Source: an optimization exercise on an open RTL-to-GDS flow (aim: small area and a short achievable clock period). Production flows keep margins and buffers that such runs may drop. Where RTL was checked, it was by simulation tests only, not by an equivalence proof against the original. Power is estimated from default activity; no workload was simulated.

## v6
## full_mult
module full_mult
(
    input  [3:0] we,
    input  src_clk, rst,
    input  signed [7:0] data_m1_real, data_m1_imag, data_m2_real, data_m2_imag,
    input  [6:0] Dir_M1, Dir_M2,
    output signed [7:0] coefficient
);
Size: about 8800 cells after synthesis, about 2700 flip-flops, ~120000 um^2 of cells after synthesis.
clock: 9.0 ns
lec_check: 0
cap_margin: 20
core_margin: 2
core_utilization: 70
cts_buf_list: sky130_fd_sc_hd__clkbuf_16
cts_cluster_diameter: 60
cts_cluster_size: 30
place_density: 0.85
setup_slack_margin: 5
slew_margin: 20
run.sh (not shown) runs the stock make flow with config.mk's settings and CLKGATE_MAP_FILE= SYNTH_SCRIPT=/design/flow/synth_recipe.tcl, a recipe that flattens the netlist after the stock synthesis.
The following lists how v7 was set up differently from v6:
--- a/flow/config.mk
+++ b/flow/config.mk
@@ -6,11 +6,12 @@
 export NUM_CORES = 4
 export LEC_CHECK = 0
+export ABC_CLOCK_PERIOD_IN_PS = 4000
 export CAP_MARGIN = 20
 export CORE_MARGIN = 2
-export CORE_UTILIZATION = 70
+export CORE_UTILIZATION = 60
 export CTS_BUF_LIST = sky130_fd_sc_hd__clkbuf_16
 export CTS_CLUSTER_DIAMETER = 60
 export CTS_CLUSTER_SIZE = 30
-export PLACE_DENSITY = 0.85
+export PLACE_DENSITY = 0.75
 export SETUP_SLACK_MARGIN = 5
 export SLEW_MARGIN = 20
### Flow results
- Compared with v6, v7 improves worst path setup slack after routing.
- v7 against v6: number of clock buffer instances in the layout now larger; first-iteration detailed-routing DRC count decreased about 25%; final area picked up an extra about 0.7%; proportion of power drawn by combinational gates dropped 0.4 points.
No run of this note included a check of the RTL's function; only the layout flow was run.


Setup of job 5818:
Another version of the RTL of full_mult (not shown whole).
Size: roughly 8600 cells after synthesis, roughly 2700 flip-flops, ~60 I/O pins, ~120000 µm² of cells after synthesis.
## full_mult
module full_mult
(
    input  [3:0] we,
    input  src_clk, rst,
    input  signed [7:0] data_m1_real, data_m1_imag, data_m2_real, data_m2_imag,
    input  [6:0] Dir_M1, Dir_M2,
    output signed [7:0] coefficient
);
clock: 9.0 ns
lec_check: 0
abc_clock_period_in_ps: 2500
cap_margin: 20
core_margin: 2
core_utilization: 45
cts_buf_list: sky130_fd_sc_hd__clkbuf_16
cts_cluster_diameter: 60
cts_cluster_size: 30
place_density: 0.6
setup_slack_margin: 5
slew_margin: 20
No stage failed in job 5818, and the final checks on the layout all came back clean.
### job 5818 -> job 4426
Settings: a change of ABC_CLOCK_PERIOD_IN_PS from 2500 to 4000.
==> notes.md <==
The combinational power share of job 4426 and that of job 5818 are within noise of each other.
Status: peak fanout along the critical path parity (job 5818, job 4426)
From job 5818 to job 4426 the numbers moved as follows: global-route total usage across every layer essentially unchanged; post-synthesis instance area comparable; fraction of power consumed by the clock network saw little to no change.
Number of standard cells after synthesis came out exactly the same in job 4426 and job 5818.
From job 4426 to job 5818, design area did not move at all.
Diff job 4426..job 5818 | clock skew | unchanged
[inputs] job 3881 vs job 4426
Settings: CORE_UTILIZATION changed from 45 to 60; PLACE_DENSITY changed from 0.6 to 0.75.
[summary]
Measured against each other, job 4426 and job 3881 differ in die area, the higher figure coming from job 4426.
Maximum buffer depth of the clock tree ended up 1 lower on job 3881 than on job 4426.
Taking job 4426 as the reference, in job 3881 final design area excluding fillers now smaller, ratio of cells with drive above 1 in the final layout went down by 0.54 points, final critical-path share of the clock period shows a reduction of 1.7 points, switching power share of the total down 0.57 points, non-clock buffer count went down.


## exp/delta
Another version of the RTL of full_mult (not shown whole).
Size in the first run: about 60 I/O pins, ~120000 um^2 of cells after synthesis.
// full_mult
module full_mult
(
    input  [3:0] we,
    input  src_clk, rst,
    input  signed [7:0] data_m1_real, data_m1_imag, data_m2_real, data_m2_imag,
    input  [6:0] Dir_M1, Dir_M2,
    output signed [7:0] coefficient
);
reg [511:0] m1r, m1i, m2r, m2i;
reg [3:0] wr_we;
reg [5:0] wr_a1, wr_a2;
reg [7:0] wr_d1r, wr_d1i, wr_d2r, wr_d2i;
always @(posedge src_clk) begin
    wr_we  <= we;
    wr_a1  <= Dir_M1[5:0];
    wr_a2  <= Dir_M2[5:0];
    wr_d1r <= data_m1_real;
    wr_d1i <= data_m1_imag;
    wr_d2r <= data_m2_real;
    wr_d2i <= data_m2_imag;
end
integer w;
always @(posedge src_clk) begin
    for (w = 0; w < 8; w = w + 1) begin
        if (we[0] && Dir_M1[5:0] == w) m1r[8*w +: 8] <= data_m1_real;
        if (we[2] && Dir_M1[5:0] == w) m1i[8*w +: 8] <= data_m1_imag;
        if (we[1] && Dir_M2[5:0] == w) m2r[8*w +: 8] <= data_m2_real;
        if (we[3] && Dir_M2[5:0] == w) m2i[8*w +: 8] <= data_m2_imag;
    end
    for (w = 8; w < 64; w = w + 1) begin
        if (wr_we[0] && wr_a1 == w) m1r[8*w +: 8] <= wr_d1r;
        if (wr_we[2] && wr_a1 == w) m1i[8*w +: 8] <= wr_d1i;
        if (wr_we[1] && wr_a2 == w) m2r[8*w +: 8] <= wr_d2r;
        if (wr_we[3] && wr_a2 == w) m2i[8*w +: 8] <= wr_d2i;
    end
  ...
clock: 9.0 ns
lec_check: 0
cap_margin: 20
core_margin: 2
core_utilization: 60
cts_buf_list: sky130_fd_sc_hd__clkbuf_16
cts_cluster_diameter: 80
cts_cluster_size: 30
place_density: 0.75
slew_margin: 20
standard.sh (not shown) runs the stock make flow with config.mk's settings and CLKGATE_MAP_FILE= SYNTH_SCRIPT=/design/flow/synth_recipe.tcl, a recipe that flattens the netlist after the stock synthesis.
==> flow/flow/run.sh <==
#!/bin/bash
set -euo pipefail
export SETUP_SLACK_MARGIN=6
export BUFFER_PORTS_ARGS="-buffer_cell sky130_fd_sc_hd__buf_4"
bash standard.sh > standard.log 2>&1
In summary, exp/delta completed successfully, with a layout that passed the timing, DRC and antenna checks.
Relative to exp/delta, the following input files were edited for exp/juniper:
Settings: CORE_UTILIZATION now 70, was 60; CTS_CLUSTER_DIAMETER now 60, was 80; PLACE_DENSITY now 0.85, was 0.75.
### Flow results
Comparing exp/delta against exp/juniper, there is no change at all in max-cap violation count. Re die span in x: exp/juniper is about 7% down on exp/delta. Initial antenna violation count of exp/juniper falls short of that of exp/delta by a little under 10%.
### exp/juniper -> exp/onyx
Settings: CORE_UTILIZATION now 60, was 70; PLACE_DENSITY now 0.75, was 0.85.
-- flow/flow/run.sh --
<<< exp/juniper, line 3
export SETUP_SLACK_MARGIN=6
>>> exp/onyx, line 3
export SETUP_SLACK_MARGIN=6.3
[summary]
exp/juniper → exp/onyx: clock-pin slew on the worst setup and hold paths neither gained nor lost much; overall via count from detail_route lost 685; layout filler cell count picked up an extra about 43%; design area picked up an extra about 3.3%. Between exp/juniper and exp/onyx, the difference in setup slack is negligible. In the flow results for exp/juniper and exp/onyx, the placed standard-cell area is smaller on exp/juniper. exp/juniper and exp/onyx ended up with nearly the same post-route minimum period. Comparing exp/juniper and exp/onyx, the higher overall global routing resource usage was measured on exp/juniper. Relative to exp/juniper, the number of antenna violations at the first check in global routing measured on exp/onyx has increased by more than a quarter.
Modified inputs, exp/yarrow compared to exp/onyx
Settings: CTS_CLUSTER_DIAMETER changed from 60 to 100.
-- flow/flow/run.sh --
<<< exp/onyx, line 3
export SETUP_SLACK_MARGIN=6.3
>>> exp/yarrow, line 3
export SETUP_SLACK_MARGIN=6
Results
The final layout from exp/yarrow, which completed every stage, passed the timing, DRC and antenna checks at the end of the flow.
The faster design of the two is exp/yarrow; exp/onyx tops out lower.
exp/yarrow vs exp/onyx — setup fix buffers added after clock tree synthesis dropped 102.
Changes observed in exp/yarrow relative to exp/onyx: met3 wirelength from detailed routing fell by 1.3 mm; multi-input logic portion of the cell area rose by 0.61 points; combinational group share of total power rose by 0.3 points.
exp/yarrow vs. exp/onyx: number of levels in the clock H-tree decreased by 1 relative to the old numbers, initial antenna violation count decreased by 6 relative to the old numbers.
Of exp/onyx and exp/yarrow, the run reporting the lower layout-stage area growth over the synthesis result was exp/yarrow.
Number of nets in the layout on exp/yarrow is down relative to exp/onyx.
Count of clock-buffer cells in the layout for exp/yarrow: 32% down relative to exp/onyx


full_mult, a different RTL version from the one above (not shown whole).
For scale: roughly 8600 cells after synthesis, about 120000 µm² of cells after synthesis.
Design full_mult, start of the top module:
module full_mult
(
    input  [3:0] we,
    input  src_clk, rst,
    input  signed [7:0] data_m1_real, data_m1_imag, data_m2_real, data_m2_imag,
    input  [6:0] Dir_M1, Dir_M2,
    output signed [7:0] coefficient
);
reg [511:0] m1r, m1i, m2r, m2i;
reg [3:0] wr_we;
reg [5:0] wr_a1, wr_a2;
reg [7:0] wr_d1r, wr_d1i, wr_d2r, wr_d2i;
always @(posedge src_clk) begin
    wr_we  <= we;
    wr_a1  <= Dir_M1[5:0];
    wr_a2  <= Dir_M2[5:0];
    wr_d1r <= data_m1_real;
    wr_d1i <= data_m1_imag;
    wr_d2r <= data_m2_real;
    wr_d2i <= data_m2_imag;
end
integer w;
always @(posedge src_clk) begin
    for (w = 0; w < 8; w = w + 1) begin
        if (we[0] && Dir_M1[5:0] == w) m1r[8*w +: 8] <= data_m1_real;
        if (we[2] && Dir_M1[5:0] == w) m1i[8*w +: 8] <= data_m1_imag;
        if (we[1] && Dir_M2[5:0] == w) m2r[8*w +: 8] <= data_m2_real;
        if (we[3] && Dir_M2[5:0] == w) m2i[8*w +: 8] <= data_m2_imag;
    end
    for (w = 8; w < 64; w = w + 1) begin
        if (wr_we[0] && wr_a1 == w) m1r[8*w +: 8] <= wr_d1r;
        if (wr_we[2] && wr_a1 == w) m1i[8*w +: 8] <= wr_d1i;
        if (wr_we[1] && wr_a2 == w) m2r[8*w +: 8] <= wr_d2r;
        if (wr_we[3] && wr_a2 == w) m2i[8*w +: 8] <= wr_d2i;
    end
end
reg [6:0] n;
  ...
Settings: LEC_CHECK=0, CAP_MARGIN=20, CORE_MARGIN=2, CORE_UTILIZATION=60, CTS_BUF_LIST=sky130_fd_sc_hd__clkbuf_16, CTS_CLUSTER_DIAMETER=60, CTS_CLUSTER_SIZE=30, PLACE_DENSITY=0.75, SLEW_MARGIN=20; clock period 9.0 ns.
==> flow/flow/run.sh <==
#!/bin/bash
set -euo pipefail
export SETUP_SLACK_MARGIN=6
export BUFFER_PORTS_ARGS="-buffer_cell sky130_fd_sc_hd__buf_4"
bash standard.sh > standard.log 2>&1
Change:
==> flow/run.sh (new file) <==
#!/bin/bash
# synth_recipe.tcl (not shown) runs the flow's synth.tcl, then flattens the netlist and writes it again
# the make line also repeats each setting of config.mk as NAME=value (left out here)
make -C /OpenROAD-flow-scripts/flow DESIGN_CONFIG=/design/flow/config.mk WORK_HOME=/design/flow/orfs CLKGATE_MAP_FILE= SYNTH_SCRIPT=/design/flow/synth_recipe.tcl finish
--- a/flow/config.mk
+++ b/flow/config.mk
@@ -7,2 +7,3 @@
 export LEC_CHECK = 0
+export ABC_CLOCK_PERIOD_IN_PS = 4000
 export CAP_MARGIN = 20
@@ -14,2 +15,3 @@
 export PLACE_DENSITY = 0.75
+export SETUP_SLACK_MARGIN = 5
 export SLEW_MARGIN = 20
removed: flow/flow/run.sh
removed: flow/standard.sh
=>
- routed wire length barely changes
- cell area fell by 0.48%
- sequential share of layout area is about the same
- power rose by 1.1%
- worst hold slack improved by 0.0039 ns
- clock skew fell by 0.017 ns

## afterwards: timing with drivers on the ports
Ports are ideal in the flow. The routed layouts listed here were re-timed in OpenROAD.
Step 1 assumes that a clkbuf_16 drives the clock port and a buf_2 every other input.
Step 2 adds t to the input delays and takes it off the output delays; t is the mean of the earliest and latest rising clock arrival at the registers after step 1. Input paths then give back, and output paths get back, about the clock's delay inside the block.
a / b / c = ideal / step 1 / step 2; a / b = the first two.
run | t (ns) | setup slack, ns | latest minus earliest clock arrival (ns) | slew at the worst register clock pin (ns)
v6 | 0.947 | 5.258 / 5.255 / 4.716 | 0.061 / 0.061 | 0.11 / 0.11
v7 | 0.946 | 5.292 / 5.291 / 4.746 | 0.077 / 0.077 | 0.12 / 0.12
job 5818 | 0.986 | 5.252 / 5.252 / 5.252 | 0.076 / 0.076 | 0.11 / 0.11
job 4426 | 0.986 | 5.252 / 5.252 / 5.252 | 0.076 / 0.076 | 0.11 / 0.11
job 3881 | 0.940 | 5.407 / 5.407 / 5.407 | 0.077 / 0.077 | 0.11 / 0.11
exp/delta | 0.895 | 5.974 / 5.894 / 5.168 | 0.062 / 0.062 | 0.12 / 0.12
exp/juniper | 0.910 | 5.915 / 5.833 / 5.229 | 0.050 / 0.050 | 0.11 / 0.11
exp/onyx | 0.931 | 5.915 / 5.831 / 5.541 | 0.062 / 0.061 | 0.11 / 0.11
exp/yarrow | 0.886 | 5.931 / 5.845 / 5.207 | 0.062 / 0.062 | 0.12 / 0.12
the first run of note 4 | 0.933 | 5.725 / 5.725 / 5.169 | 0.091 / 0.091 | 0.11 / 0.11
the second run of note 4 | 0.959 | 5.506 / 5.419 / 4.795 | 0.072 / 0.072 | 0.11 / 0.11
After both steps setup and hold are still met in every run listed. The setup slack of exp/delta, which loses most, moves by -0.080 ns with the drivers and by -0.806 ns with both steps.
